Background: an optimization exercise with open tools, aiming at small area and a short achievable clock period. Do not read the settings as production practice. At most, simulation tests tie the RTL to the original design; equivalence was not proved. The RTL of run 4 was laid out without a check of its function. Power is estimated from default activity; no workload was simulated.

==> design/flow/design.v <==
module lab4(Dout, Din, clk, reset);
output  [17:0]  Dout;
input   [7:0]   Din;
input           clk, reset;
reg [7:0] r0, r1, r2, r3, r4, r5, r6, r7, r8, r9, r10;
reg [16:0] s;
wire nrst;
invm u_nrst (.a(reset), .y(nrst));
wire pas1, pac2;
ha upas1 (.a(r1[0]), .b(r7[0]), .s(pas1), .co(pac2));
wire pas3, pac4;
fa upas3 (.a(r1[1]), .b(r7[1]), .c(pac2), .s(pas3), .co(pac4));
wire pas5, pac6;
fa upas5 (.a(r1[2]), .b(r7[2]), .c(pac4), .s(pas5), .co(pac6));
wire pas7, pac8;
fa upas7 (.a(r1[3]), .b(r7[3]), .c(pac6), .s(pas7), .co(pac8));
wire pas9, pac10;
fa upas9 (.a(r1[4]), .b(r7[4]), .c(pac8), .s(pas9), .co(pac10));
wire pas11, pac12;
fa upas11 (.a(r1[5]), .b(r7[5]), .c(pac10), .s(pas11), .co(pac12));
wire pas13, pac14;
fa upas13 (.a(r1[6]), .b(r7[6]), .c(pac12), .s(pas13), .co(pac14));
wire pas15, pac16;
fa upas15 (.a(r1[7]), .b(r7[7]), .c(pac14), .s(pas15), .co(pac16));
wire pbs17, pbc18;
xnor2m upbs17 (.a(r2[0]), .b(r6[0]), .y(pbs17));
or2m upbc18 (.a(r2[0]), .b(r6[0]), .y(pbc18));
wire pbs19, pbc20;
fa upbs19 (.a(r2[1]), .b(r6[1]), .c(pbc18), .s(pbs19), .co(pbc20));
wire pbs21, pbc22;
fa upbs21 (.a(r2[2]), .b(r6[2]), .c(pbc20), .s(pbs21), .co(pbc22));
wire pbs23, pbc24;
fa upbs23 (.a(r2[3]), .b(r6[3]), .c(pbc22), .s(pbs23), .co(pbc24));
wire pbs25, pbc26;
fa upbs25 (.a(r2[4]), .b(r6[4]), .c(pbc24), .s(pbs25), .co(pbc26));
wire pbs27, pbc28;
fa upbs27 (.a(r2[5]), .b(r6[5]), .c(pbc26), .s(pbs27), .co(pbc28));
wire pbs29, pbc30;
fa upbs29 (.a(r2[6]), .b(r6[6]), .c(pbc28), .s(pbs29), .co(pbc30));
wire pbs31, pbc32;
fa upbs31 (.a(r2[7]), .b(r6[7]), .c(pbc30), .s(pbs31), .co(pbc32));
wire pcs33, pcc34;
ha upcs33 (.a(r3[0]), .b(r5[0]), .s(pcs33), .co(pcc34));
wire pcs35, pcc36;
fa upcs35 (.a(r3[1]), .b(r5[1]), .c(pcc34), .s(pcs35), .co(pcc36));
wire pcs37, pcc38;
fa upcs37 (.a(r3[2]), .b(r5[2]), .c(pcc36), .s(pcs37), .co(pcc38));
wire pcs39, pcc40;
fa upcs39 (.a(r3[3]), .b(r5[3]), .c(pcc38), .s(pcs39), .co(pcc40));
wire pcs41, pcc42;
fa upcs41 (.a(r3[4]), .b(r5[4]), .c(pcc40), .s(pcs41), .co(pcc42));
wire pcs43, pcc44;
fa upcs43 (.a(r3[5]), .b(r5[5]), .c(pcc42), .s(pcs43), .co(pcc44));
wire pcs45, pcc46;
fa upcs45 (.a(r3[6]), .b(r5[6]), .c(pcc44), .s(pcs45), .co(pcc46));
wire pcs47, pcc48;
fa upcs47 (.a(r3[7]), .b(r5[7]), .c(pcc46), .s(pcs47), .co(pcc48));
wire n49 = ~pas1;
wire n50 = ~pas3;
wire n51 = ~pas5;
wire n52 = ~pas7;
wire n53 = ~pas9;
wire n54 = ~pas11;
wire n55 = ~pas13;
wire n56 = ~pas15;
wire n57 = ~pac16;
wire pgs58, pgc59;
ha upgs58 (.a(pbs17), .b(n49), .s(pgs58), .co(pgc59));
wire pgs60, pgc61;
fa upgs60 (.a(pgc59), .b(pbs19), .c(n50), .s(pgs60), .co(pgc61));
wire pgs62, pgc63;
fa upgs62 (.a(pbs21), .b(n51), .c(pgc61), .s(pgs62), .co(pgc63));
wire pgs64, pgc65;
fa upgs64 (.a(pbs23), .b(n52), .c(pgc63), .s(pgs64), .co(pgc65));
wire pgs66, pgc67;
fa upgs66 (.a(pbs25), .b(n53), .c(pgc65), .s(pgs66), .co(pgc67));
wire pgs68, pgc69;
fa upgs68 (.a(pbs27), .b(n54), .c(pgc67), .s(pgs68), .co(pgc69));
wire pgs70, pgc71;
fa upgs70 (.a(pbs29), .b(n55), .c(pgc69), .s(pgs70), .co(pgc71));
wire pgs72, pgc73;
fa upgs72 (.a(pbs31), .b(n56), .c(pgc71), .s(pgs72), .co(pgc73));
wire pgs74, pgc75;
fa upgs74 (.a(pbc32), .b(n57), .c(pgc73), .s(pgs74), .co(pgc75));
wire n76 = ~pcs33;
wire n77 = ~pcs35;
wire n78 = ~pcs37;
wire n79 = ~pcs39;
wire n80 = ~pcs41;
wire n81 = ~pcs43;
wire n82 = ~pcs45;
wire n83 = ~pcs47;
wire n84 = ~pcc48;
wire pfs85, pfc86;
xnor2m upfs85 (.a(r4[0]), .b(n76), .y(pfs85));
or2m upfc86 (.a(r4[0]), .b(n76), .y(pfc86));
wire pfs87, pfc88;
fa upfs87 (.a(r4[1]), .b(pfc86), .c(n77), .s(pfs87), .co(pfc88));
wire pfs89, pfc90;
fa upfs89 (.a(r4[2]), .b(n78), .c(pfc88), .s(pfs89), .co(pfc90));
wire pfs91, pfc92;
fa upfs91 (.a(r4[3]), .b(n79), .c(pfc90), .s(pfs91), .co(pfc92));
wire pfs93, pfc94;
fa upfs93 (.a(r4[4]), .b(n80), .c(pfc92), .s(pfs93), .co(pfc94));
wire pfs95, pfc96;
fa upfs95 (.a(r4[5]), .b(n81), .c(pfc94), .s(pfs95), .co(pfc96));
wire pfs97, pfc98;
fa upfs97 (.a(r4[6]), .b(n82), .c(pfc96), .s(pfs97), .co(pfc98));
wire pfs99, pfc100;
fa upfs99 (.a(r4[7]), .b(n83), .c(pfc98), .s(pfs99), .co(pfc100));
wire pfs101, pfc102;
ha upfs101 (.a(n84), .b(pfc100), .s(pfs101), .co(pfc102));
wire n103 = ~r10[0];
wire n104 = ~r10[1];
wire n105 = ~r10[2];
wire n106 = ~r10[3];
wire n107 = ~r10[4];
wire n108 = ~r10[5];
wire n109 = ~r10[6];
wire n110 = ~r10[7];
wire ts111, tc112;
fa uts111 (.a(r9[0]), .b(r10[0]), .c(pfs85), .s(ts111), .co(tc112));
wire ts113, tc114;
fa uts113 (.a(r9[1]), .b(r10[1]), .c(pas1), .s(ts113), .co(tc114));
wire ts115, tc116;
fa uts115 (.a(ts113), .b(tc112), .c(pfs87), .s(ts115), .co(tc116));
wire ts117, tc118;
fa uts117 (.a(r9[2]), .b(r10[2]), .c(pbs17), .s(ts117), .co(tc118));
wire ts119, tc120;
fa uts119 (.a(pcs33), .b(ts117), .c(tc114), .s(ts119), .co(tc120));
wire ts121, tc122;
fa uts121 (.a(pas3), .b(ts119), .c(pfs89), .s(ts121), .co(tc122));
wire ts123, tc124;
ha uts123 (.a(tc116), .b(Din[2]), .s(ts123), .co(tc124));
wire ts125, tc126;
xnor2m uts125 (.a(r4[0]), .b(r9[3]), .y(ts125));
or2m utc126 (.a(r4[0]), .b(r9[3]), .y(tc126));
wire ts127, tc128;
fa uts127 (.a(r10[3]), .b(n103), .c(ts125), .s(ts127), .co(tc128));
wire ts129, tc130;
fa uts129 (.a(tc118), .b(pbs19), .c(ts127), .s(ts129), .co(tc130));
wire ts131, tc132;
fa uts131 (.a(pcs35), .b(tc120), .c(pas5), .s(ts131), .co(tc132));
wire ts133, tc134;
fa uts133 (.a(ts129), .b(ts131), .c(pfs91), .s(ts133), .co(tc134));
wire ts135, tc136;
fa uts135 (.a(tc122), .b(Din[3]), .c(tc124), .s(ts135), .co(tc136));
wire ts137, tc138;
fa uts137 (.a(r4[1]), .b(r9[0]), .c(r9[4]), .s(ts137), .co(tc138));
wire ts139, tc140;
fa uts139 (.a(r10[4]), .b(n104), .c(tc126), .s(ts139), .co(tc140));
wire ts141, tc142;
fa uts141 (.a(ts137), .b(tc128), .c(ts139), .s(ts141), .co(tc142));
wire ts143, tc144;
fa uts143 (.a(pgs58), .b(pbs21), .c(tc130), .s(ts143), .co(tc144));
wire ts145, tc146;
fa uts145 (.a(pcs37), .b(ts141), .c(pas7), .s(ts145), .co(tc146));
wire ts147, tc148;
fa uts147 (.a(tc132), .b(ts143), .c(ts145), .s(ts147), .co(tc148));
wire ts149, tc150;
fa uts149 (.a(Din[0]), .b(Din[4]), .c(pfs93), .s(ts149), .co(tc150));
wire ts151, tc152;
fa uts151 (.a(tc134), .b(ts147), .c(tc136), .s(ts151), .co(tc152));
wire ts153, tc154;
xnor2m uts153 (.a(r4[2]), .b(r0[0]), .y(ts153));
or2m utc154 (.a(r4[2]), .b(r0[0]), .y(tc154));
wire ts155, tc156;
fa uts155 (.a(r8[0]), .b(r9[1]), .c(r9[5]), .s(ts155), .co(tc156));
wire ts157, tc158;
fa uts157 (.a(r10[5]), .b(n105), .c(ts153), .s(ts157), .co(tc158));
wire ts159, tc160;
fa uts159 (.a(tc138), .b(ts155), .c(tc140), .s(ts159), .co(tc160));
wire ts161, tc162;
fa uts161 (.a(pgs58), .b(ts157), .c(tc142), .s(ts161), .co(tc162));
wire ts163, tc164;
fa uts163 (.a(ts159), .b(pgs60), .c(pbs23), .s(ts163), .co(tc164));
wire ts165, tc166;
fa uts165 (.a(tc144), .b(pcs39), .c(ts161), .s(ts165), .co(tc166));
wire ts167, tc168;
fa uts167 (.a(pas9), .b(tc146), .c(ts163), .s(ts167), .co(tc168));
wire ts169, tc170;
fa uts169 (.a(ts165), .b(Din[1]), .c(Din[5]), .s(ts169), .co(tc170));
wire ts171, tc172;
fa uts171 (.a(tc148), .b(ts167), .c(ts169), .s(ts171), .co(tc172));
wire ts173, tc174;
fa uts173 (.a(pfs95), .b(tc150), .c(ts171), .s(ts173), .co(tc174));
wire ts175, tc176;
fa uts175 (.a(r4[3]), .b(r0[1]), .c(r8[1]), .s(ts175), .co(tc176));
wire ts177, tc178;
fa uts177 (.a(r9[2]), .b(r9[6]), .c(r10[6]), .s(ts177), .co(tc178));
wire ts179, tc180;
fa uts179 (.a(n106), .b(tc154), .c(tc156), .s(ts179), .co(tc180));
wire ts181, tc182;
fa uts181 (.a(ts175), .b(ts177), .c(pfs85), .s(ts181), .co(tc182));
wire ts183, tc184;
fa uts183 (.a(tc158), .b(ts179), .c(tc160), .s(ts183), .co(tc184));
wire ts185, tc186;
fa uts185 (.a(ts181), .b(pgs60), .c(tc162), .s(ts185), .co(tc186));
wire ts187, tc188;
fa uts187 (.a(ts183), .b(pgs62), .c(pbs25), .s(ts187), .co(tc188));
wire ts189, tc190;
fa uts189 (.a(tc164), .b(pcs41), .c(tc166), .s(ts189), .co(tc190));
wire ts191, tc192;
fa uts191 (.a(ts185), .b(Din[2]), .c(Din[6]), .s(ts191), .co(tc192));
wire ts193, tc194;
fa uts193 (.a(pas11), .b(tc168), .c(ts187), .s(ts193), .co(tc194));
wire ts195, tc196;
fa uts195 (.a(ts189), .b(tc170), .c(ts191), .s(ts195), .co(tc196));
wire ts197, tc198;
fa uts197 (.a(ts193), .b(tc172), .c(ts195), .s(ts197), .co(tc198));
wire ts199, tc200;
ha uts199 (.a(pfs97), .b(tc174), .s(ts199), .co(tc200));
wire ts201, tc202;
fa uts201 (.a(r4[4]), .b(r0[2]), .c(r8[2]), .s(ts201), .co(tc202));
wire ts203, tc204;
fa uts203 (.a(r9[3]), .b(r9[7]), .c(r10[7]), .s(ts203), .co(tc204));
wire ts205, tc206;
fa uts205 (.a(n107), .b(tc176), .c(tc178), .s(ts205), .co(tc206));
wire ts207, tc208;
fa uts207 (.a(ts201), .b(ts203), .c(tc180), .s(ts207), .co(tc208));
wire ts209, tc210;
fa uts209 (.a(ts205), .b(tc182), .c(pfs87), .s(ts209), .co(tc210));
wire ts211, tc212;
fa uts211 (.a(ts207), .b(tc184), .c(pgs62), .s(ts211), .co(tc212));
wire ts213, tc214;
fa uts213 (.a(ts209), .b(tc186), .c(pgs64), .s(ts213), .co(tc214));
wire ts215, tc216;
fa uts215 (.a(Din[3]), .b(Din[7]), .c(ts211), .s(ts215), .co(tc216));
wire ts217, tc218;
fa uts217 (.a(pbs27), .b(tc188), .c(pcs43), .s(ts217), .co(tc218));
wire ts219, tc220;
fa uts219 (.a(tc190), .b(tc192), .c(ts213), .s(ts219), .co(tc220));
wire ts221, tc222;
fa uts221 (.a(ts215), .b(pas13), .c(tc194), .s(ts221), .co(tc222));
wire ts223, tc224;
fa uts223 (.a(ts217), .b(tc196), .c(ts219), .s(ts223), .co(tc224));
wire ts225, tc226;
fa uts225 (.a(ts221), .b(tc198), .c(ts223), .s(ts225), .co(tc226));
wire ts227, tc228;
ha uts227 (.a(pfs99), .b(tc200), .s(ts227), .co(tc228));
wire ts229, tc230;
xnor2m uts229 (.a(r4[5]), .b(r0[3]), .y(ts229));
or2m utc230 (.a(r4[5]), .b(r0[3]), .y(tc230));
wire ts231, tc232;
fa uts231 (.a(r8[3]), .b(r9[4]), .c(n108), .s(ts231), .co(tc232));
wire ts233, tc234;
fa uts233 (.a(ts229), .b(tc202), .c(tc204), .s(ts233), .co(tc234));
wire ts235, tc236;
fa uts235 (.a(ts231), .b(tc206), .c(ts233), .s(ts235), .co(tc236));
wire ts237, tc238;
fa uts237 (.a(tc208), .b(ts235), .c(pfs89), .s(ts237), .co(tc238));
wire ts239, tc240;
fa uts239 (.a(tc210), .b(pgs64), .c(tc212), .s(ts239), .co(tc240));
wire ts241, tc242;
fa uts241 (.a(Din[4]), .b(ts237), .c(pgs66), .s(ts241), .co(tc242));
wire ts243, tc244;
fa uts243 (.a(tc214), .b(tc216), .c(ts239), .s(ts243), .co(tc244));
wire ts245, tc246;
fa uts245 (.a(pbs29), .b(pcs45), .c(tc218), .s(ts245), .co(tc246));
wire ts247, tc248;
fa uts247 (.a(tc220), .b(ts241), .c(ts243), .s(ts247), .co(tc248));
wire ts249, tc250;
fa uts249 (.a(pas15), .b(tc222), .c(ts245), .s(ts249), .co(tc250));
wire ts251, tc252;
fa uts251 (.a(tc224), .b(ts247), .c(ts249), .s(ts251), .co(tc252));
wire ts253, tc254;
fa uts253 (.a(pfs101), .b(tc226), .c(tc228), .s(ts253), .co(tc254));
wire ts255, tc256;
fa uts255 (.a(r4[6]), .b(r0[4]), .c(r8[4]), .s(ts255), .co(tc256));
wire ts257, tc258;
fa uts257 (.a(r9[5]), .b(n109), .c(tc230), .s(ts257), .co(tc258));
wire ts259, tc260;
fa uts259 (.a(tc232), .b(ts255), .c(ts257), .s(ts259), .co(tc260));
wire ts261, tc262;
fa uts261 (.a(tc234), .b(ts259), .c(tc236), .s(ts261), .co(tc262));
wire ts263, tc264;
fa uts263 (.a(ts261), .b(pfs91), .c(tc238), .s(ts263), .co(tc264));
wire ts265, tc266;
fa uts265 (.a(Din[5]), .b(pgs66), .c(tc240), .s(ts265), .co(tc266));
wire ts267, tc268;
fa uts267 (.a(ts263), .b(pgs68), .c(tc242), .s(ts267), .co(tc268));
wire ts269, tc270;
fa uts269 (.a(tc244), .b(ts265), .c(pac16), .s(ts269), .co(tc270));
wire ts271, tc272;
fa uts271 (.a(pbs31), .b(pcs47), .c(tc246), .s(ts271), .co(tc272));
wire ts273, tc274;
fa uts273 (.a(ts267), .b(tc248), .c(ts269), .s(ts273), .co(tc274));
wire ts275, tc276;
fa uts275 (.a(tc250), .b(ts271), .c(pfc102), .s(ts275), .co(tc276));
wire ts277, tc278;
fa uts277 (.a(ts273), .b(tc252), .c(ts275), .s(ts277), .co(tc278));
wire ts279, tc280;
fa uts279 (.a(r4[7]), .b(r0[5]), .c(r8[5]), .s(ts279), .co(tc280));
wire ts281, tc282;
fa uts281 (.a(r9[6]), .b(n110), .c(tc256), .s(ts281), .co(tc282));
wire ts283, tc284;
fa uts283 (.a(ts279), .b(tc258), .c(ts281), .s(ts283), .co(tc284));
wire ts285, tc286;
fa uts285 (.a(tc260), .b(ts283), .c(tc262), .s(ts285), .co(tc286));
wire ts287, tc288;
fa uts287 (.a(Din[6]), .b(ts285), .c(pfs93), .s(ts287), .co(tc288));
wire ts289, tc290;
fa uts289 (.a(tc264), .b(pgs68), .c(tc266), .s(ts289), .co(tc290));
wire ts291, tc292;
fa uts291 (.a(pbc32), .b(ts287), .c(pcc48), .s(ts291), .co(tc292));
wire ts293, tc294;
fa uts293 (.a(pgs70), .b(tc268), .c(ts289), .s(ts293), .co(tc294));
wire ts295, tc296;
fa uts295 (.a(tc270), .b(tc272), .c(ts291), .s(ts295), .co(tc296));
wire ts297, tc298;
fa uts297 (.a(ts293), .b(tc274), .c(ts295), .s(ts297), .co(tc298));
wire ts299, tc300;
ha uts299 (.a(tc276), .b(ts297), .s(ts299), .co(tc300));
wire ts301, tc302;
fa uts301 (.a(r0[6]), .b(r8[6]), .c(r9[7]), .s(ts301), .co(tc302));
wire ts303, tc304;
fa uts303 (.a(tc280), .b(ts301), .c(tc282), .s(ts303), .co(tc304));
wire ts305, tc306;
fa uts305 (.a(tc284), .b(ts303), .c(tc286), .s(ts305), .co(tc306));
wire ts307, tc308;
fa uts307 (.a(Din[7]), .b(ts305), .c(pfs95), .s(ts307), .co(tc308));
wire ts309, tc310;
fa uts309 (.a(tc288), .b(pgs70), .c(tc290), .s(ts309), .co(tc310));
wire ts311, tc312;
fa uts311 (.a(ts307), .b(tc292), .c(pgs72), .s(ts311), .co(tc312));
wire ts313, tc314;
fa uts313 (.a(tc294), .b(ts309), .c(tc296), .s(ts313), .co(tc314));
wire ts315, tc316;
fa uts315 (.a(ts311), .b(tc298), .c(ts313), .s(ts315), .co(tc316));
wire ts317, tc318;
xnor2m uts317 (.a(r0[7]), .b(r8[7]), .y(ts317));
or2m utc318 (.a(r0[7]), .b(r8[7]), .y(tc318));
wire ts319, tc320;
fa uts319 (.a(ts317), .b(tc302), .c(tc304), .s(ts319), .co(tc320));
wire ts321, tc322;
fa uts321 (.a(ts319), .b(tc306), .c(pfs97), .s(ts321), .co(tc322));
wire ts323, tc324;
fa uts323 (.a(tc308), .b(pgs72), .c(tc310), .s(ts323), .co(tc324));
wire ts325, tc326;
fa uts325 (.a(ts321), .b(pgs74), .c(tc312), .s(ts325), .co(tc326));
wire ts327, tc328;
fa uts327 (.a(ts323), .b(tc314), .c(ts325), .s(ts327), .co(tc328));
wire ts329, tc330;
xnor2m uts329 (.a(tc318), .b(tc320), .y(ts329));
or2m utc330 (.a(tc318), .b(tc320), .y(tc330));
wire ts331, tc332;
fa uts331 (.a(ts329), .b(pfs99), .c(tc322), .s(ts331), .co(tc332));
wire ts333, tc334;
fa uts333 (.a(pgc75), .b(pgs74), .c(tc324), .s(ts333), .co(tc334));
wire ts335, tc336;
fa uts335 (.a(ts331), .b(tc326), .c(ts333), .s(ts335), .co(tc336));
wire ts337, tc338;
xnor2m uts337 (.a(tc330), .b(pfs101), .y(ts337));
or2m utc338 (.a(tc330), .b(pfs101), .y(tc338));
wire ts339, tc340;
fa uts339 (.a(pgc75), .b(tc332), .c(ts337), .s(ts339), .co(tc340));
wire ts341, tc342;
ha uts341 (.a(tc334), .b(ts339), .s(ts341), .co(tc342));
wire ts343, tc344;
xnor2m uts343 (.a(pfc102), .b(tc338), .y(ts343));
or2m utc344 (.a(pfc102), .b(tc338), .y(tc344));
wire ts345, tc346;
ha uts345 (.a(ts343), .b(tc340), .s(ts345), .co(tc346));
wire ts347, tc348;
xnor2m uts347 (.a(tc344), .b(tc346), .y(ts347));
or2m utc348 (.a(tc344), .b(tc346), .y(tc348));
wire tls349, tlc350;
ha utls349 (.a(ts111), .b(Din[0]), .s(tls349), .co(tlc350));
wire tls351, tlc352;
fa utls351 (.a(ts115), .b(Din[1]), .c(tlc350), .s(tls351), .co(tlc352));
wire tls353, tlc354;
fa utls353 (.a(ts121), .b(ts123), .c(tlc352), .s(tls353), .co(tlc354));
wire tls355, tlc356;
fa utls355 (.a(ts133), .b(ts135), .c(tlc354), .s(tls355), .co(tlc356));
wire tls357, tlc358;
fa utls357 (.a(ts149), .b(ts151), .c(tlc356), .s(tls357), .co(tlc358));
wire tls359, tlc360;
fa utls359 (.a(tc152), .b(ts173), .c(tlc358), .s(tls359), .co(tlc360));
wire tls361, tlc362;
fa utls361 (.a(ts197), .b(ts199), .c(tlc360), .s(tls361), .co(tlc362));
wire b1as363, b1ac364;
ha ub1as363 (.a(ts225), .b(ts227), .s(b1as363), .co(b1ac364));
wire b1as365, b1ac366;
fa ub1as365 (.a(ts251), .b(b1ac364), .c(ts253), .s(b1as365), .co(b1ac366));
wire b1as367, b1ac368;
fa ub1as367 (.a(tc254), .b(ts277), .c(b1ac366), .s(b1as367), .co(b1ac368));
wire m369 = b1as363 ^ tlc362;
wire m370 = b1as365 ^ (tlc362 & b1as363);
wire p371 = b1as363 & b1as365;
wire m372 = b1as367 ^ (tlc362 & p371);
wire p373 = p371 & b1as367;
wire k374 = b1ac368 | (tlc362 & p373);
wire b2as375, b2ac376;
ha ub2as375 (.a(tc278), .b(ts299), .s(b2as375), .co(b2ac376));
wire b2as377, b2ac378;
fa ub2as377 (.a(tc300), .b(ts315), .c(b2ac376), .s(b2as377), .co(b2ac378));
wire b2as379, b2ac380;
fa ub2as379 (.a(tc316), .b(ts327), .c(b2ac378), .s(b2as379), .co(b2ac380));
wire m381 = b2as375 ^ k374;
wire m382 = b2as377 ^ (k374 & b2as375);
wire p383 = b2as375 & b2as377;
wire m384 = b2as379 ^ (k374 & p383);
wire p385 = p383 & b2as379;
wire k386 = b2ac380 | (k374 & p385);
wire b3as387, b3ac388;
ha ub3as387 (.a(tc328), .b(ts335), .s(b3as387), .co(b3ac388));
wire b3as389, b3ac390;
fa ub3as389 (.a(ts341), .b(tc336), .c(b3ac388), .s(b3as389), .co(b3ac390));
wire b3as391, b3ac392;
fa ub3as391 (.a(ts345), .b(tc342), .c(b3ac390), .s(b3as391), .co(b3ac392));
wire b3as393, b3ac394;
ha ub3as393 (.a(ts347), .b(b3ac392), .s(b3as393), .co(b3ac394));
wire m395 = b3as387 ^ k386;
wire m396 = b3as389 ^ (k386 & b3as387);
wire p397 = b3as387 & b3as389;
wire m398 = b3as391 ^ (k386 & p397);
wire p399 = p397 & b3as391;
wire m400 = b3as393 ^ (k386 & p399);
wire [16:0] s_next = {m400, m398, m396, m395, m384, m382, m381, m372, m370, m369, tls361, tls359, tls357, tls355, tls353, tls351, tls349};
always @(posedge clk) begin
    if (!reset) begin
        s  <= 17'd130817;
    end else begin
        s  <= s_next;
    end
    r0 <= Din & {8{reset}};
    r1 <= ~(r0 & {8{reset}});
    r2 <= ~(r1 | {8{nrst}});
    r3 <= ~(r2 & {8{reset}});
    r4 <= ~(r3 | {8{nrst}});
    r5 <= ~(r4 & {8{reset}});
    r6 <= ~(r5 | {8{nrst}});
    r7 <= ~(r6 & {8{reset}});
    r8 <= ~(r7 | {8{nrst}});
    r9 <= r8 & {8{reset}};
    r10 <= ~(r9 & {8{reset}});
end
wire os401, oc402;
xn3 uos401 (.a(s[3]), .b(Din[3]), .c(Din[0]), .y(os401));
mjn uoc402 (.a(s[3]), .b(Din[3]), .c(Din[0]), .y(oc402));
wire os403, oc404;
xn3 uos403 (.a(s[4]), .b(Din[4]), .c(Din[1]), .y(os403));
mjn uoc404 (.a(s[4]), .b(Din[4]), .c(Din[1]), .y(oc404));
wire os405, oc406;
xn3 uos405 (.a(s[5]), .b(Din[5]), .c(Din[2]), .y(os405));
mjn uoc406 (.a(s[5]), .b(Din[5]), .c(Din[2]), .y(oc406));
wire os407, oc408;
xn3 uos407 (.a(s[6]), .b(Din[6]), .c(Din[3]), .y(os407));
mjn uoc408 (.a(s[6]), .b(Din[6]), .c(Din[3]), .y(oc408));
wire os409, oc410;
xn3 uos409 (.a(s[7]), .b(Din[7]), .c(Din[4]), .y(os409));
mjn uoc410 (.a(s[7]), .b(Din[7]), .c(Din[4]), .y(oc410));
wire os411, oc412;
ha uos411 (.a(s[8]), .b(Din[5]), .s(os411), .co(oc412));
wire os413, oc414;
ha uos413 (.a(s[9]), .b(Din[6]), .s(os413), .co(oc414));
wire os415, oc416;
ha uos415 (.a(s[10]), .b(Din[7]), .s(os415), .co(oc416));
wire pp0, gg0;
xnm upp0 (.a(s[0]), .b(Din[0]), .y(pp0));
anm ugg0 (.a(s[0]), .b(Din[0]), .y(gg0));
wire pp1, gg1;
xnm upp1 (.a(s[1]), .b(Din[1]), .y(pp1));
anm ugg1 (.a(s[1]), .b(Din[1]), .y(gg1));
wire pp2, gg2;
xnm upp2 (.a(s[2]), .b(Din[2]), .y(pp2));
anm ugg2 (.a(s[2]), .b(Din[2]), .y(gg2));
wire pp3 = os401;
wire gg3 = 1'b0;
wire pp4, gg4;
ha upp4 (.a(os403), .b(oc402), .s(pp4), .co(gg4));
wire pp5, gg5;
ha upp5 (.a(os405), .b(oc404), .s(pp5), .co(gg5));
wire pp6, gg6;
ha upp6 (.a(os407), .b(oc406), .s(pp6), .co(gg6));
wire pp7, gg7;
ha upp7 (.a(os409), .b(oc408), .s(pp7), .co(gg7));
wire pp8, gg8;
ha upp8 (.a(os411), .b(oc410), .s(pp8), .co(gg8));
wire pp9, gg9;
ha upp9 (.a(os413), .b(oc412), .s(pp9), .co(gg9));
wire pp10, gg10;
ha upp10 (.a(os415), .b(oc414), .s(pp10), .co(gg10));
wire G0_1 = gg1 | (pp1 & gg0);
wire P0_1 = pp1 & pp0;
wire G0_3 = gg3 | (pp3 & gg2);
wire P0_3 = pp3 & pp2;
wire G0_5 = gg5 | (pp5 & gg4);
wire P0_5 = pp5 & pp4;
wire G0_7 = gg7 | (pp7 & gg6);
wire P0_7 = pp7 & pp6;
wire G0_9 = gg9 | (pp9 & gg8);
wire P0_9 = pp9 & pp8;
wire G1_2 = gg2 | (pp2 & G0_1);
wire P1_2 = pp2 & P0_1;
wire G1_3 = G0_3 | (P0_3 & G0_1);
wire P1_3 = P0_3 & P0_1;
wire G1_6 = gg6 | (pp6 & G0_5);
wire P1_6 = pp6 & P0_5;
wire G1_7 = G0_7 | (P0_7 & G0_5);
wire P1_7 = P0_7 & P0_5;
wire G1_10 = gg10 | (pp10 & G0_9);
wire P1_10 = pp10 & P0_9;
wire G2_4 = gg4 | (pp4 & G1_3);
wire P2_4 = pp4 & P1_3;
wire G2_5 = G0_5 | (P0_5 & G1_3);
wire P2_5 = P0_5 & P1_3;
wire G2_6 = G1_6 | (P1_6 & G1_3);
wire P2_6 = P1_6 & P1_3;
wire G2_7 = G1_7 | (P1_7 & G1_3);
wire P2_7 = P1_7 & P1_3;
wire G3_8 = gg8 | (pp8 & G2_7);
wire P3_8 = pp8 & P2_7;
wire G3_9 = G0_9 | (P0_9 & G2_7);
wire P3_9 = P0_9 & P2_7;
wire G3_10 = G1_10 | (P1_10 & G2_7);
wire P3_10 = P1_10 & P2_7;
wire [10:0] lo_s = {pp10 ^ G3_9, pp9 ^ G3_8, pp8 ^ G2_7, pp7 ^ G2_6, pp6 ^ G2_5, pp5 ^ G2_4, pp4 ^ G1_3, pp3 ^ G1_2, pp2 ^ G0_1, pp1 ^ gg0, pp0};
wire lo_c = G3_10 | oc416;
wire [11:0] lo = {lo_c, lo_s};
wire [5:0] ones = {&s[15:11], &s[14:11], &s[13:11], &s[12:11], s[11], 1'b1};
assign Dout = {1'b0, s[16:11] ^ (ones & {6{lo[11]}}), lo[10:0]};
endmodule
module fa(a, b, c, s, co);
input a, b, c;
output s, co;
assign s = a ^ b ^ c;
assign co = (a & b) | (c & (a ^ b));
endmodule
module xnor2m(a, b, y);
input a, b;
output y;
assign y = ~(a ^ b);
endmodule
module or2m(a, b, y);
input a, b;
output y;
assign y = a | b;
endmodule
module xn3(a, b, c, y);
input a, b, c;
output y;
assign y = a ^ ~b ^ c;
endmodule
module mjn(a, b, c, y);
input a, b, c;
output y;
assign y = (a & ~b) | (c & (a | ~b));
endmodule
module xnm(a, b, y);
input a, b;
output y;
assign y = ~(a ^ b);
endmodule
module anm(a, b, y);
input a, b;
output y;
assign y = a & ~b;
endmodule
module invm(a, y);
input a;
output y;
assign y = ~a;
endmodule
module ha(a, b, s, co);
input a, b;
output s, co;
assign s = a ^ b;
assign co = a & b;
endmodule
==> design/flow/flow/run.sh <==
#!/bin/bash
# The standard layout (standard.sh) with these changes to its settings:
#  - the port buffers are plain buffers (BUF) instead of the delay-cell
#    footprint-mates that buffer_ports picks by default;
#  - repair_timing aims for a setup slack margin of MARGIN ns;
#  - clock tree synthesis inserts no dummy loads.
# Everything else (synthesis, floorplan, power grid, placement, routing) is
# the standard flow's.  The make output goes to standard.log; ORFS keeps each
# step's log under orfs/logs.
set -euo pipefail
MARGIN=5
BUF=sky130_fd_sc_hd__buf_4
export BUFFER_PORTS_ARGS="-buffer_cell $BUF"
export CTS_ARGS="-sink_clustering_enable -repair_clock_nets -buf_list sky130_fd_sc_hd__clkbuf_8 -dont_use_dummy_load"
sed -e "s/\"\${@:-finish}\"/SETUP_SLACK_MARGIN=$MARGIN \"\${@:-finish}\"/" standard.sh > standard_margin.sh
grep -q "SETUP_SLACK_MARGIN=$MARGIN" standard_margin.sh
bash standard_margin.sh > standard.log 2>&1
==> design/flow/standard.sh <==
#!/bin/bash
# synth_recipe.tcl (not shown) runs the flow's synth.tcl, then flattens the netlist and writes it again
# the make line also repeats each setting of config.mk as NAME=value (left out here)
make -C /OpenROAD-flow-scripts/flow DESIGN_CONFIG=/design/flow/config.mk WORK_HOME=/design/flow/orfs CLKGATE_MAP_FILE= SYNTH_SCRIPT=/design/flow/synth_recipe.tcl "${@:-finish}"
==> design/flow/config.mk <==
export PLATFORM = sky130hd
export DESIGN_NAME = lab4
export DESIGN_NICKNAME = lab4
export VERILOG_FILES = /design/flow/design.v
export SDC_FILE = /design/flow/constraint.sdc
export NUM_CORES = 4
export LEC_CHECK = 0
export CAP_MARGIN = 20
export CORE_MARGIN = 2
export CORE_UTILIZATION = 40
export CTS_BUF_LIST = sky130_fd_sc_hd__clkbuf_8
export GPL_ROUTABILITY_DRIVEN = 0
export PLACE_DENSITY = 0.75
export SLEW_MARGIN = 20
export SYNTH_HIERARCHICAL = 1
export SYNTH_MINIMUM_KEEP_SIZE = 0
==> design/flow/constraint.sdc <==
create_clock -name core_clock -period 13.0 [get_ports {clk}]
set_input_delay 2.6000 -clock core_clock [delete_from_list [all_inputs] [get_ports {clk}]]
set_output_delay 2.6000 -clock core_clock [all_outputs]
set_load 0.01 [all_outputs]
==> results of run 1 <==
## final timing paths
kind / start / endpoint / slack [ns] / cells past startpoint
worst max-delay path: Din[6] / Dout[12] / 5.65 / 10
worst min-delay path: r6[2]$_DFF_P_ / r7[2]$_DFF_P_ / 0.41 / 1
worst max register to register: r6[0]$_DFF_P_ / s[14]$_SDFF_PN1_ / 5.73 / 20
worst min register to register: r6[2]$_DFF_P_ / r7[2]$_DFF_P_ / 0.41 / 1
## per-stage QoR
step	setup slack (ns)	hold WS (ns)	util	area, sq um
after floorplan	6.004	0.3871	-	7012
after global placement	5.713	0.3922	0.4312	7432
after detailed placement	5.644	0.3998	0.4312	7432
after CTS	5.649	0.4118	0.4384	7556
after global routing	5.434	0.4263	0.4392	7571
final	5.647	0.4131	0.4392	7571
## per-module statistics from Yosys (local to each module, per instance)
module	copies in the design	area (sq um)
lab4	1	3233
xnm	3	8.758
ha	25	12.51
xn3	5	22.52
xnor2m	10	8.758
mjn	5	15.01
or2m	9	6.256
invm	1	3.754
fa	153	20.02
anm	3	13.76
## critical path, stage by stage
cell and delay, ns:
buf_4 0.15, ha_1 0.28, ha_1 0.38, a21oi_1 0.24, o211ai_2 0.14, a32oi_2 0.31, nand2_1 0.13, ha_1 0.21
xor2_1 0.16, buf_4 0.15
## synth_stat cells (all sizes together) (4+ instances only)
library cell    n
a21oi           9
nand2          49
nor2           38
or2            10
fa            153
inv            35
and2           23
xnor3           5
dfxtp         105
maj3            5
xnor2          22
nand3           7
nor2b           4
xor2            7
clkbuf         10
ha             33
## kinds of logic after synthesis
| kind of cell | Yosys count | synth area share |
|---|---|---|
| simple gates | 136 | 0.09244 |
| buf+inv | 48 | 0.02677 |
| fa+ha+maj | 191 | 0.5037 |
| xor+xnor | 34 | 0.05228 |
| flops | 105 | 0.2998 |
| other cells | 1 | 0.0005348 |
| compound gates | 23 | 0.02445 |
## cell type report
class                      instances  area [sq um]
tap                              225         281.5
timing repair buffer              27         210.2
inverter                          35         131.4
sequential                       105          2102
multi-input combinational        385          4722
fill                            1497          9666
clock buffer                       9         123.9
## where the power goes
part	internal, uW	switching, uW	total [uW]	leakage (uW)
Combinational	509	502	1010	0.00245
Clock	62.5	101	163	0.0000647
Sequential	353	16.3	370	0.000857
## per-layer routing
metal | part of all wire | global-route usage
met5 | 0 | 0
met4 | 0.018 | 0.04977
met3 | 0.041 | 0.02796
met2 | 0.51 | 0.2621
met1 | 0.43 | 0.2031
==> out/metrics.yaml, run 1 <==
drt:
  routed_wl_um: 13220
  drtIter0Drc: 202
  drc_errors: 0
  ant_nets: 0
  firstDrtPassIters: 4
  wl_per_cell_um: 16.82
  vias: 3847
  via_per_inst: 4.894
synthesis:
  ys_async_sr_fraction: 0
  synthTopCellsByArea: "fa_1, dfxtp_1, ha_1"
  syn-num-nets: 734
  ys_ff_latch: 105
  syn_area_per_cell_sq_um: 13.03
  yosys_warnings: 7
  yosysUniqueCellTypes: 38
  postSynthCellCount: 538
  seq_area_frac_synth: 0.2998
  synthesis.area_sq_um: 7012
  yosysTopAreaCell: "fa_1"
  synth_top_area_share: 0.4368
  synth_flop_cell: "dfxtp_1"
  synth-edff-count: 0
global_route:
  track_usage: 0.1551
  overflow: 0
  grt_pass1_vias: 4351
  grt_max_degree: 75
  antenna_found_initial: 0
  grt_pass1_wl_um: 21720
setup_path:
  worstPathRequired_ns: 10.40
  critPathLaunchType: "input pin"
  cp.arrival_ns: 4.75
  critPathKind: "input pin to output port"
  end_kind: "output port"
  critPathMaxFanout: 6
floorplan:
  fp.coreArea_sq_um: 17240
  placementRows: 48
  die_w_um: 136.4
  dieArea_sq_um: 18610
  chipHeight_um: 136.4
  start_util: 0.4068
  pin_count: 28
placed_design:
  dpl.hpwl_um: 11180
  portBuffers: 26
  placed_cells: 776
final_layout:
  area_growth_pct: 7.976
  largest_register: "s"
  mostFrequentLayoutCell: "fa_1"
  final_cell_mix: "fa_1, dfxtp_1, nand2_1"
  largest_reg_flops: 17
  drive_gt1_frac: 0.08913
  nets: 759
  antenna_cells: 0
  stdcell_count: 786
clock_network:
  path_clk_slew_ns: 0.09
  htreeDepth: 3
  cts_tree: "yes"
  cts_setup_buffers: 0
  holdBufCountCts: 0
  clockBufferDepth: 2
  cts_resized: 0
  clock_latency_ns: 0.38
  numCtsBuffers: 9
  root_buffer: "clkbuf_8"
  cts_sinks: 105
power_and_ir_drop:
  finalPower_uw: 1544
  power_density_nw_per_um2: 204.0
  p_leak_uw: 0.003372
  vdd_ir_drop_max_mv: 0.1775
job:
  cap_violations: 0
sta:
  tightest_slew_ns: 0.7120
  drv_slew: 0
  max_freq_mhz: 136.0
  fin_crit_sh: 0.5656
  final-hold-violation-count: 0
  slew_headroom: 0.5253
  setup_viol: 0
  finalSetupTns_ns: 0
  rsz0062_at_grt: "no"
  min_period_ns: 7.353
  finClkSkew_ns: 0.02527
status:
  status: "no timing/DRC/antenna violations"
worst_hold_path:
  hold_class: "flip-flop to flip-flop"
==> inputs of run 2 (changes only) <==
--- a/design/flow/flow/run.sh
+++ b/design/flow/flow/run.sh
@@ -10,7 +10,7 @@
 set -euo pipefail
 MARGIN=5
-BUF=sky130_fd_sc_hd__buf_4
+BUF=sky130_fd_sc_hd__buf_2
 export BUFFER_PORTS_ARGS="-buffer_cell $BUF"
-export CTS_ARGS="-sink_clustering_enable -repair_clock_nets -buf_list sky130_fd_sc_hd__clkbuf_8 -dont_use_dummy_load"
+export CTS_ARGS="-sink_clustering_enable -repair_clock_nets -buf_list sky130_fd_sc_hd__clkbuf_4 -root_buf sky130_fd_sc_hd__clkbuf_8 -sink_clustering_size 10 -sink_clustering_max_diameter 60 -dont_use_dummy_load"
 sed -e "s/\"\${@:-finish}\"/SETUP_SLACK_MARGIN=$MARGIN \"\${@:-finish}\"/" standard.sh > standard_margin.sh
 grep -q "SETUP_SLACK_MARGIN=$MARGIN" standard_margin.sh
--- a/design/flow/config.mk
+++ b/design/flow/config.mk
@@ -10,6 +10,4 @@
 export CORE_UTILIZATION = 40
 export CTS_BUF_LIST = sky130_fd_sc_hd__clkbuf_8
-export GPL_ROUTABILITY_DRIVEN = 0
-export PLACE_DENSITY = 0.75
 export SLEW_MARGIN = 20
 export SYNTH_HIERARCHICAL = 1
==> out/metrics.yaml, run 2 <==
status:
  status: "no timing/DRC/antenna violations"
sta:
  rsz0062_at_grt: "no"
  drv_slew: 0  # unchanged
  max_freq_mhz: 134.8  # -0.89%
  slew_headroom: 0.3345  # -0.1908
  final-hold-violation-count: 0  # unchanged
  fin_crit_sh: 0.5707  # +0.005073
  tightest_slew_ns: 0.9971  # +0.2851 ns
  finalSetupTns_ns: 0  # unchanged
  setup_viol: 0  # unchanged
  min_period_ns: 7.419  # +0.06595 ns
  finClkSkew_ns: 0.01921  # -0.006051 ns
drt:
  wl_per_cell_um: 16.49  # -2.0%
  drtIter0Drc: 192  # -5.0%
  via_per_inst: 4.693  # -4.1%
  routed_wl_um: 12960  # -2.0%
  wl_met1_um: 6114  # +6.9%
  firstDrtPassIters: 4  # unchanged
  highest_layer: "met4"
  dr_wl_met3_um: 412  # -24%
  ant_nets: 0  # unchanged
  vias: 3689  # -4.1%
  drc_errors: 0  # unchanged
  dr_wl_met2_um: 6254  # -7.0%
synthesis:
  synthTopCellsByCount: "fa_1, dfxtp_1, nand2_1, nor2_1, inv_1"
  synth_top_area_share: 0.4368  # unchanged
  synthesis.area_sq_um: 7012  # unchanged
  ys_ff_latch: 105  # unchanged
  syn-num-nets: 734  # unchanged
  synthTopCellsByArea: "fa_1, dfxtp_1, ha_1"
  yosys.cell_count.top_type: "fa_1"
  syn_area_per_cell_sq_um: 13.03  # unchanged
  postSynthCellCount: 538  # unchanged
  seq_area_frac_synth: 0.2998  # unchanged
  ys_async_sr_fraction: 0  # unchanged
  yosysTopAreaCell: "fa_1"
  yosys_warnings: 7  # unchanged
  yosysUniqueCellTypes: 38  # unchanged
  synth-edff-count: 0  # unchanged
  synth_flop_cell: "dfxtp_1"
setup_path:
  worstPathRequired_ns: 10.40  # about the same
  reg2reg_depth: 20  # unchanged
  endpoint: "Dout[12]"
  r2r_slack_ns: 5.71  # -0.02 ns
  critPathLaunchType: "input pin"
  critPathMaxFanout: 6  # unchanged
  cp.arrival_ns: 4.82  # +0.07 ns
  rr_startpoint: "r6[0]$_DFF_P_"
  worst_r2r_endpoint: "s[14]$_SDFF_PN1_"
  critPathLaunch: "Din[7]"
  end_kind: "output port"
  critPathKind: "input pin to output port"
floorplan:
  die_w_um: 136.4  # unchanged
  chipHeight_um: 136.4  # unchanged
  fp.coreArea_sq_um: 17240  # unchanged
  start_util: 0.4068  # unchanged
  placementRows: 48  # unchanged
  dieArea_sq_um: 18610  # unchanged
  pin_count: 28  # unchanged
clock_network:
  htreeDepth: 3  # unchanged
  holdBufCountCts: 0  # unchanged
  clockBufferDepth: 2  # unchanged
  cts_resized: 0  # unchanged
  numCtsBuffers: 9  # unchanged
  cts_setup_buffers: 0  # unchanged
  path_clk_slew_ns: 0.09  # about the same
  root_buffer: "clkbuf_8"
  cts_tree: "yes"
  clock_latency_ns: 0.38  # about the same
  cts_sinks: 105  # unchanged
power_and_ir_drop:
  net-switching-power_uw: 616.1  # -0.50%
  p_int_uw: 894.3  # -3.3%
  p_leak_uw: 0.003345  # -0.79%
  power_density_nw_per_um2: 201.4  # -1.2%
  finalPower_uw: 1510  # -2.2%
  combPwrFrac: 0.646  # -0.009
  vdd_ir_drop_max_mv: 0.1342  # -24%
  pwr-share-seq: 0.244  # +0.005
  clkPwrFrac: 0.109  # +0.003
  p_sw_frac: 0.4079  # +0.006887
global_route:
  antenna_found_initial: 0  # unchanged
  grt_max_degree: 75  # unchanged
  grt_pass1_wl_um: 21710  # about the same
  grt_pass1_vias: 4306  # -1.0%
  track_usage: 0.1578  # +0.002693
  overflow: 0  # unchanged
worst_hold_path:
  worstHoldStart: "r6[4]$_DFF_P_"
  hold_class: "flip-flop to flip-flop"
  hold_path_depth: 1  # unchanged
final_layout:
  fillers: 1595  # +6.5%
  nets: 759  # unchanged
  mostFrequentLayoutCell: "fa_1"
  antenna_cells: 0  # unchanged
  utilization: 0.4350  # -0.004210
  final-seq-area_sq_um: 2102  # unchanged
  area_growth_pct: 6.941
  multi_input_area_sq_um: 4722  # unchanged
  largest_register: "s"
  largest_reg_flops: 17  # unchanged
  drive_gt1_frac: 0.08913  # unchanged
  final_cell_mix: "fa_1, dfxtp_1, nand2_1"
placed_design:
  dpl.hpwl_um: 11020  # -1.4%
  portBuffers: 26  # unchanged
  routabilityCongestion: 0.8681
job:
  cap_violations: 0  # unchanged
[run 2: how the worst min path moves through the flow]
stage | to | slack [ns]
floorplan | r1[0]$_DFF_P_ | 0.39
global route | r7[5]$_DFF_P_ | 0.44
finish | r7[4]$_DFF_P_ | 0.41
global placement | r7[5]$_DFF_P_ | 0.39
CTS | r1[4]$_DFF_P_ | 0.42
detailed placement | r3[0]$_DFF_P_ | 0.40
[run 2: cells by family after synthesis]
| family | Yosys count | synth area share |
|---|---|---|
| adder cells (fa/ha/maj) | 191 | 0.5037 |
| AND/OR/NAND/NOR | 136 | 0.09244 |
| flip-flops | 105 | 0.2998 |
| buffers and inverters | 48 | 0.02677 |
| XOR/XNOR | 34 | 0.05228 |
| AO/OA/AOI/OAI | 23 | 0.02445 |
| other | 1 | 0.0005348 |
[run 2: critical path: stages]
cell and delay, ns:
buf_2 0.23, xnor3_1 0.36, ha_1 0.38, a21oi_1 0.17, nand2_1 0.11, a32oi_2 0.33, nand2_1 0.12, ha_1 0.21
xor2_1 0.16, buf_2 0.16
[run 2: power groups by stage]
stage,registers (uW),clock network (uW),logic (uW)
floorplan,372,0,762
global placement,376,0,953
detailed placement,377,0,994
CTS,370,170,1000
global route,373,184,1100
finish,369,165,976
[run 2: layout make-up]
class	instances	share of cell area
clock buffer	9	0.01652
multi-input combinational	385	0.6297
timing repair buffer	27	0.01835
tap	225	0.03754
inverter	35	0.01752
sequential	105	0.2803
[run 2: through the flow]
step	hold slack, ns	cell area, sq um	std cells	worst slack (ns)
global route	0.4356	7498	786	5.381
detailed placement	0.4003	7375	777	5.576
floorplan	0.3871	7012	538	6.004
CTS	0.4161	7498	786	5.577
finish	0.4118	7498	786	5.581
global placement	0.3935	7375	777	5.675
[run 2: routing by layer]
layer  GRT usage  vias to the layer above
li1            -                     1710
met2      0.2549                       47
met4     0.04051                        0
met3     0.03132                       15
met1      0.2195                     1917
met5           0                        -
[run 2: per-module statistics from Yosys (local to each module, per instance)]
module  flops+latches  times used  cell area (sq um)
invm                0           1              3.754
lab4              105           1               3233
anm                 0           3              13.76
xn3                 0           5              22.52
ha                  0          25              12.51
or2m                0           9              6.256
mjn                 0           5              15.01
xnor2m              0          10              8.758
xnm                 0           3              8.758
fa                  0         153              20.02
==> inputs of run 3 (changes only) <==
--- a/design/flow/flow/run.sh
+++ b/design/flow/flow/run.sh
@@ -9,9 +9,9 @@
 # step's log under orfs/logs.
 set -euo pipefail
-MARGIN=5
+MARGIN=5.4
 BUF=sky130_fd_sc_hd__buf_2
 export BUFFER_PORTS_ARGS="-buffer_cell $BUF"
-export CTS_ARGS="-sink_clustering_enable -repair_clock_nets -buf_list sky130_fd_sc_hd__clkbuf_4 -root_buf sky130_fd_sc_hd__clkbuf_8 -sink_clustering_size 10 -sink_clustering_max_diameter 60 -dont_use_dummy_load"
-sed -e "s/\"\${@:-finish}\"/SETUP_SLACK_MARGIN=$MARGIN \"\${@:-finish}\"/" standard.sh > standard_margin.sh
+export CTS_ARGS="-sink_clustering_enable -repair_clock_nets -buf_list sky130_fd_sc_hd__clkbuf_8 -dont_use_dummy_load"
+sed -e "s/\"\${@:-finish}\"/SETUP_SLACK_MARGIN=$MARGIN RECOVER_POWER=100 \"\${@:-finish}\"/" standard.sh > standard_margin.sh
 grep -q "SETUP_SLACK_MARGIN=$MARGIN" standard_margin.sh
 bash standard_margin.sh > standard.log 2>&1
==> out/metrics.yaml, run 3 <==
status:
  status: "failed layout checks"
  so.violations: "capacitance limit, slew limit"
floorplan:
  fp.coreArea_sq_um: 17240  # unchanged
  start_util: 0.4068  # unchanged
  dieArea_sq_um: 18610  # unchanged
  pin_count: 28  # unchanged
  chipHeight_um: 136.4  # unchanged
  die_w_um: 136.4  # unchanged
  placementRows: 48  # unchanged
drt:
  drtIter0Drc: 201  # +4.7%
  routed_wl_um: 12970  # about the same
  firstDrtPassIters: 4  # unchanged
  via_per_inst: 4.714  # +0.43%
  drc_errors: 0  # unchanged
  wl_per_cell_um: 16.51  # about the same
  highest_layer: "met4"
  ant_nets: 0  # unchanged
  wl_met1_um: 5986  # -2.1%
  dr_wl_met2_um: 6308  # +0.86%
  dr_wl_met3_um: 485  # +18%
  vias: 3705  # +0.43%
global_route:
  track_usage: 0.1578  # unchanged
  grt_max_degree: 75  # unchanged
  antenna_found_initial: 0  # unchanged
  overflow: 0  # unchanged
  grt_pass1_vias: 4306  # unchanged
  grt_pass1_wl_um: 21710  # unchanged
clock_network:
  holdBufCountCts: 0  # unchanged
  cts_setup_buffers: 0  # unchanged
  cts_sinks: 105  # unchanged
  clock_latency_ns: 0.38  # about the same
  path_clk_slew_ns: 0.09  # about the same
  root_buffer: "clkbuf_8"
  htreeDepth: 3  # unchanged
  cts_tree: "yes"
  cts_resized: 0  # unchanged
  clockBufferDepth: 2  # unchanged
  numCtsBuffers: 9  # unchanged
placed_design:
  dpl.hpwl_um: 11020  # unchanged
  placed_cells: 777  # unchanged
  portBuffers: 26  # unchanged
  place_area_sq_um: 7375  # unchanged
  routabilityCongestion: 0.8681  # unchanged
synthesis:
  yosys_warnings: 7  # unchanged
  ys_async_sr_fraction: 0  # unchanged
  seq_area_frac_synth: 0.2998  # unchanged
  yosys.cell_count.top_type: "fa_1"
  yosysUniqueCellTypes: 38  # unchanged
  ys_ff_latch: 105  # unchanged
  synth-edff-count: 0  # unchanged
  yosysTopAreaCell: "fa_1"
  synthTopCellsByCount: "fa_1, dfxtp_1, nand2_1, nor2_1, inv_1"
  synthesis.area_sq_um: 7012  # unchanged
  postSynthCellCount: 538  # unchanged
  syn_area_per_cell_sq_um: 13.03  # unchanged
  synth_top_area_share: 0.4368  # unchanged
  syn-num-nets: 734  # unchanged
  synth_flop_cell: "dfxtp_1"
  synthTopCellsByArea: "fa_1, dfxtp_1, ha_1"
final_layout:
  largest_reg_flops: 17  # unchanged
  stdcell_count: 786  # unchanged
  nets: 759  # unchanged
  multi_input_area_sq_um: 4705  # -0.37%
  final_cell_mix: "fa_1, dfxtp_1, nand2_1"
  final-seq-area_sq_um: 2102  # unchanged
  largest_register: "s"
  utilization: 0.4329  # -0.002178
  drive_gt1_frac: 0.05704  # -0.03209
  area_growth_pct: 6.406
  fillers: 1608  # +0.82%
  final_area_sq_um: 7461  # -0.50%
  antenna_cells: 0  # unchanged
  mostFrequentLayoutCell: "fa_1"
sta:
  slew_headroom: -1.050  # -1.384
  setup_viol: 0  # unchanged
  max_freq_mhz: 131.6  # -2.4%
  finalSetupTns_ns: 0  # unchanged
  rsz0062_at_grt: "no"
  finClkSkew_ns: 0.02278  # +0.003569 ns
  final-hold-violation-count: 0  # unchanged
  min_period_ns: 7.601  # +0.1820 ns
  drv_slew: 75  # +75
  tightest_slew_ns: 3.075  # +2.078 ns
  fin_crit_sh: 0.5847  # +0.01400
  whs_ns: 0.4083  # -0.003440 ns
setup_path:
  slowest_delay_ns: 0.49  # +0.11 ns
  worstPathRequired_ns: 10.40  # about the same
  path_cells: "clkbuf_1, maj3_1, ha_1, a21oi_1, a21oi_1, a32oi_1, nand2_1, ha_1, xor2_1, clkbuf_1"
  critPathLaunchType: "input pin"
  critPathKind: "input pin to output port"
  cp.arrival_ns: 5.00  # +0.18 ns
  end_kind: "output port"
  critPathMaxFanout: 7  # +1
  slowest_stage: "a32oi_1"
  r2r_slack_ns: 5.60  # -0.11 ns
power_and_ir_drop:
  power_density_nw_per_um2: 201.1  # -0.15%
  vdd_ir_drop_max_mv: 0.1328  # -1.0%
  net-switching-power_uw: 615.8  # about the same
  combPwrFrac: 0.644  # -0.002
  p_sw_frac: 0.4104  # +0.002473
  p_leak_uw: 0.003288  # -1.7%
  p_int_uw: 884.8  # -1.1%
  pwr-share-seq: 0.246  # +0.002
  clkPwrFrac: 0.109  # about the same
job:
  cap_violations: 1  # +1
worst_hold_path:
  hold_class: "flip-flop to flip-flop"
run 3: cell counts after synthesis:
Identical to the previous run, type by type.
run 3: through the flow:
step	total power, uW	setup WS [ns]
floorplan	1134	6.004
global placement	1329	5.675
detailed placement	1371	5.576
CTS	1540	5.577
global route	1649	5.174
finish	1501	5.399
run 3: kinds of logic (layout without fill, tap and decap cells):
kind of cell | count (synthesis) | after routing | share of synthesized area
adders and majority gates | 191 | 191 | 0.5037
and+or+nand+nor | 136 | 136 | 0.09244
DFF | 105 | 105 | 0.2998
buffers and inverters | 48 | 71 | 0.02677
xor gates and xnor gates | 34 | 34 | 0.05228
AOI/OAI and AO/OA | 23 | 23 | 0.02445
other | 1 | 1 | 0.0005348
run 3: layout make-up:
cell class | count | share of cell area
inverters | 35 | 0.01761
multi-input cells | 385 | 0.6306
well taps | 225 | 0.03773
clock buffers | 9 | 0.01660
flip-flops and latches | 105 | 0.2817
repair buffers | 27 | 0.01576
run 3: power by group through the flow:
stage,clock (uW),combinational [uW],sequential [uW]
after global placement,0,953,376
after floorplan,0,762,372
after detailed placement,0,994,377
after global routing,184,1090,373
after CTS,170,1000,370
final,164,967,370
run 3: critical path, delay by kind of cell:
family                     cells  cell delay, ns
and+or+nand+nor                1            0.14
adders and majority gates      3            0.95
xor gates and xnor gates       1            0.16
buffers and inverters          2            0.42
AOI/OAI and AO/OA              3            0.72
run 3: worst paths after layout:
path,from,to,cells after the start
setup reg to reg,r6[0]$_DFF_P_,s[14]$_SDFF_PN1_,20
hold reg to reg,r6[4]$_DFF_P_,r7[4]$_DFF_P_,1
hold / removal,r6[4]$_DFF_P_,r7[4]$_DFF_P_,1
setup / recovery,Din[0],Dout[12],10
run 3: modules after synthesis (local to each module, per instance):
module  flip-flops and latches  times used  cells
anm                          0           3      1
xnor2m                       0          10      1
xn3                          0           5      1
xnm                          0           3      1
or2m                         0           9      1
invm                         0           1      1
mjn                          0           5      2
ha                           0          25      1
lab4                       105           1    319
fa                           0         153      1
run 3: metal layers:
| metal | track usage | vias up |
|---|---|---|
| li1 | - | 1709 |
| met1 | 0.2195 | 1929 |
| met2 | 0.2549 | 54 |
| met3 | 0.03132 | 13 |
| met4 | 0.04051 | 0 |
| met5 | 0 | - |
==> inputs of run 4 (changes only) <==
--- a/design/flow/design.v
+++ b/design/flow/design.v
@@ -520,5 +520,6 @@
 wire [11:0] lo = {lo_c, lo_s};
 wire [5:0] ones = {&s[15:11], &s[14:11], &s[13:11], &s[12:11], s[11], 1'b1};
-assign Dout = {1'b0, s[16:11] ^ (ones & {6{lo[11]}}), lo[10:0]};
+wire [5:0] hinc = s[16:11] ^ ones;
+assign Dout = {1'b0, lo[11] ? hinc : s[16:11], lo[10:0]};
 endmodule
 module fa(a, b, c, s, co);
--- a/design/flow/flow/run.sh
+++ b/design/flow/flow/run.sh
@@ -9,9 +9,9 @@
 # step's log under orfs/logs.
 set -euo pipefail
-MARGIN=5.4
+MARGIN=5
 BUF=sky130_fd_sc_hd__buf_2
 export BUFFER_PORTS_ARGS="-buffer_cell $BUF"
 export CTS_ARGS="-sink_clustering_enable -repair_clock_nets -buf_list sky130_fd_sc_hd__clkbuf_8 -dont_use_dummy_load"
-sed -e "s/\"\${@:-finish}\"/SETUP_SLACK_MARGIN=$MARGIN RECOVER_POWER=100 \"\${@:-finish}\"/" standard.sh > standard_margin.sh
+sed -e "s/\"\${@:-finish}\"/SETUP_SLACK_MARGIN=$MARGIN \"\${@:-finish}\"/" standard.sh > standard_margin.sh
 grep -q "SETUP_SLACK_MARGIN=$MARGIN" standard_margin.sh
 bash standard_margin.sh > standard.log 2>&1
==> out/metrics.yaml, run 4 <==
status:
  status: "no timing/DRC/antenna violations"
synthesis:
  syn_area_per_cell_sq_um: 13.19  # +1.2%
  yosysTopAreaCell: "fa_1"
  synth-edff-count: 0  # unchanged
  synthesis.area_sq_um: 7057  # +0.64%
  ys_async_sr_fraction: 0  # unchanged
  synthTopCellsByCount: "fa_1, dfxtp_1, nand2_1, nor2_1, ha_1"
  yosys_warnings: 7  # unchanged
  ys_ff_latch: 105  # unchanged
  synth_top_area_share: 0.4340  # -0.002788
  yosysUniqueCellTypes: 36  # -5.3%
  seq_area_frac_synth: 0.2979  # -0.001914
  postSynthCellCount: 535  # -0.56%
  synth_flop_cell: "dfxtp_1"
  syn-num-nets: 733  # -0.14%
  synthTopCellsByArea: "fa_1, dfxtp_1, ha_1"
  yosys.cell_count.top_type: "fa_1"
floorplan:
  dieArea_sq_um: 18720  # +0.62%
  fp.coreArea_sq_um: 17300  # +0.35%
  start_util: 0.4080  # +0.001192
  placementRows: 48  # unchanged
  die_w_um: 136.8  # +0.31%
  pin_count: 28  # unchanged
  chipHeight_um: 136.8  # +0.31%
sta:
  drv_slew: 0  # -100%
  fin_crit_sh: 0.5777  # -0.006994
  rsz0062_at_grt: "no"
  finClkSkew_ns: 0.02246  # -0.0003276 ns
  min_period_ns: 7.510  # -0.09092 ns
  final-hold-violation-count: 0  # unchanged
  tightest_slew_ns: 1.014  # -2.061 ns
  whs_ns: 0.4133  # +0.004945 ns
  finalSetupTns_ns: 0  # unchanged
  worst_slack_ns: 5.490  # +0.09092 ns
  slew_headroom: 0.3234  # +1.373
  max_freq_mhz: 133.2  # +1.2%
  setup_viol: 0  # unchanged
final_layout:
  area_growth_pct: 6.897
  nets: 758  # -0.13%
  largest_reg_flops: 17  # unchanged
  stdcell_count: 783  # -0.38%
  drive_gt1_frac: 0.09677  # +0.03973
  antenna_cells: 0  # unchanged
  final_cell_mix: "fa_1, dfxtp_1, nand2_1"
  largest_register: "s"
  fillers: 1600  # -0.50%
  final_area_sq_um: 7543  # +1.1%
  mostFrequentLayoutCell: "fa_1"
setup_path:
  critPathLaunchType: "input pin"
  path_buf_inv: 2  # unchanged
  critPathTopFamily: "compound AO/OA/AOI/OAI gates"
  critPathMaxFanout: 7  # unchanged
  cp.arrival_ns: 4.91  # -0.09 ns
  critPathKind: "input pin to output port"
  slowest_delay_ns: 0.36  # -0.13 ns
  path_cells: "buf_2, xnor3_1, ha_1, a21o_1, a21oi_2, nor2_1, a21oi_1, o21bai_1, ha_1, nor2_1, xnor2_1, buf_2"
  worstPathRequired_ns: 10.40  # about the same
  slowest_stage: "xnor3_1"
  end_kind: "output port"
global_route:
  grt_pass1_wl_um: 21560  # -0.70%
  antenna_found_initial: 0  # unchanged
  track_usage: 0.1560  # -0.001809
  grt_max_degree: 75  # unchanged
  overflow: 0  # unchanged
  grt_pass1_vias: 4289  # -0.39%
power_and_ir_drop:
  pwr-share-seq: 0.244  # -0.002
  power_density_nw_per_um2: 200.1  # -0.49%
  vdd_ir_drop_max_mv: 0.1575  # +19%
  clkPwrFrac: 0.107  # -0.002
  p_leak_uw: 0.003355  # +2.0%
  net-switching-power_uw: 605.9  # -1.6%
  p_sw_frac: 0.4013  # -0.009092
  combPwrFrac: 0.649  # +0.005
  p_int_uw: 903.9  # +2.2%
clock_network:
  clock_latency_ns: 0.38  # about the same
  cts_sinks: 105  # unchanged
  htreeDepth: 3  # unchanged
  numCtsBuffers: 9  # unchanged
  cts_resized: 0  # unchanged
  cts_setup_buffers: 0  # unchanged
  path_clk_slew_ns: 0.07  # -0.02 ns
  holdBufCountCts: 0  # unchanged
  root_buffer: "clkbuf_8"
  cts_tree: "yes"
  clockBufferDepth: 2  # unchanged
drt:
  drc_errors: 0  # unchanged
  vias: 3675  # -0.81%
  via_per_inst: 4.693  # -0.43%
  routed_wl_um: 13030  # +0.41%
  ant_nets: 0  # unchanged
  wl_per_cell_um: 16.64  # +0.79%
  firstDrtPassIters: 4  # unchanged
  drtIter0Drc: 160  # -20%
placed_design:
  routabilityCongestion: 0.8320  # -4.2%
  portBuffers: 26  # unchanged
  place_area_sq_um: 7420  # +0.61%
  placed_cells: 774  # -0.39%
  pre_cts_slack_ns: 5.467  # -0.1091 ns
  dpl.hpwl_um: 11060  # +0.29%
worst_hold_path:
  hold_class: "flip-flop to flip-flop"
job:
  cap_violations: 0  # -1
-- run 4: changes by cell type in the layout (fill, tap and decap cells not counted), moves of 3 or more --
cell	before	now
and2_1	11	23
and2_0	12	0
buf_2	13	26
a21oi_1	9	1
mux2_2	0	3
xor2_1	7	4
clkbuf_1	14	0
nand3_1	7	3
-- run 4: kinds of logic after synthesis --
logic type	after synthesis	share of synthesized area
xor gates and xnor gates	31	0.04823
AOI/OAI and AO/OA	19	0.02429
muxes	3	0.004787
and+or+nand+nor	136	0.09415
other	1	0.0005314
adders and majority gates	193	0.5041
buffers and inverters	47	0.02606
DFF	105	0.2979
-- run 4: area by class of cell --
| cell class | instances | area (sq um) | share of cell area |
|---|---|---|---|
| clock buffer | 9 | 123.9 | 0.01642 |
| inverter | 34 | 127.6 | 0.01692 |
| multi-input combinational | 383 | 4771 | 0.6324 |
| sequential | 105 | 2102 | 0.2787 |
| tap | 225 | 281.5 | 0.03732 |
| timing repair buffer | 27 | 137.6 | 0.01825 |
-- run 4: metal layers --
| metal | part of all wire | track usage |
|---|---|---|
| met1 | 0.47 | 0.2083 |
| met2 | 0.49 | 0.2614 |
| met3 | 0.025 | 0.02593 |
| met4 | 0.015 | 0.04926 |
| met5 | 0 | 0 |
-- run 4: worst paths after layout --
| kind | startpoint | to | slack, ns | depth (start not counted) |
|---|---|---|---|---|
| worst min register to register | r6[2]$_DFF_P_ | r7[2]$_DFF_P_ | 0.41 | 1 |
| worst max-delay path | Din[4] | Dout[9] | 5.49 | 12 |
| worst min-delay path | r6[2]$_DFF_P_ | r7[2]$_DFF_P_ | 0.41 | 1 |
| worst max register to register | r6[0]$_DFF_P_ | s[16]$_SDFF_PN1_ | 5.72 | 19 |
-- run 4: power groups by stage --
stage                     logic, uW  clock network, uW  registers (uW)
final                           980                161             369
after global routing           1120                179             371
after floorplan                 778                  0             372
after detailed placement        988                  0             376
after CTS                       994                168             369
after global placement          960                  0             375
-- run 4: through the flow --
| step | total power, uW | util |
|---|---|---|
| finish | 1510 | 0.4361 |
| global route | 1673 | 0.4361 |
| CTS | 1531 | 0.4361 |
| detailed placement | 1364 | 0.4290 |
| global placement | 1336 | 0.4290 |
| floorplan | 1149 | - |
-- run 4: modules after synthesis, one instance, submodules excluded, a selection --
module | flops+latches | cells inside | area (sq um)
xnm | 0 | 1 | 8.758
anm | 0 | 1 | 13.76
invm | 0 | 1 | 3.754
mjn | 0 | 2 | 15.01
xn3 | 0 | 1 | 22.52
xnor2m | 0 | 1 | 8.758
ha | 0 | 1 | 12.51
fa | 0 | 1 | 20.02
lab4 | 105 | 316 | 3278

[what the ideal ports hide]
Ports are ideal in the flow. The routed layouts listed here were re-timed in OpenROAD. Step 1 (the two cells are an assumption about what drives the block):
set clk [get_ports {clk}]
set_driving_cell -lib_cell sky130_fd_sc_hd__clkbuf_16 $clk
set_driving_cell -lib_cell sky130_fd_sc_hd__buf_2 [delete_from_list [all_inputs] $clk]
Step 2 also shifts input and output timing later by t, the mid clock arrival at the registers, as if the neighbouring blocks saw the same clock. Slacks: ideal / step 1 / step 2; pairs: ideal / step 1.
run | shift t [ns] | slack for setup (ns) | worst slew at a driven data input, ns
run 1 | 0.400 | 5.647 / 5.625 / 5.625 | 0.03
run 2 | 0.403 | 5.581 / 5.558 / 5.558 | 0.03
run 3 | 0.402 | 5.399 / 5.379 / 5.379 | 0.03
run 4 | 0.405 | 5.490 / 5.468 / 5.468 | 0.03
For run 2, which loses most, drivers alone change the setup slack by -0.023 ns; drivers and shift together by -0.023 ns.
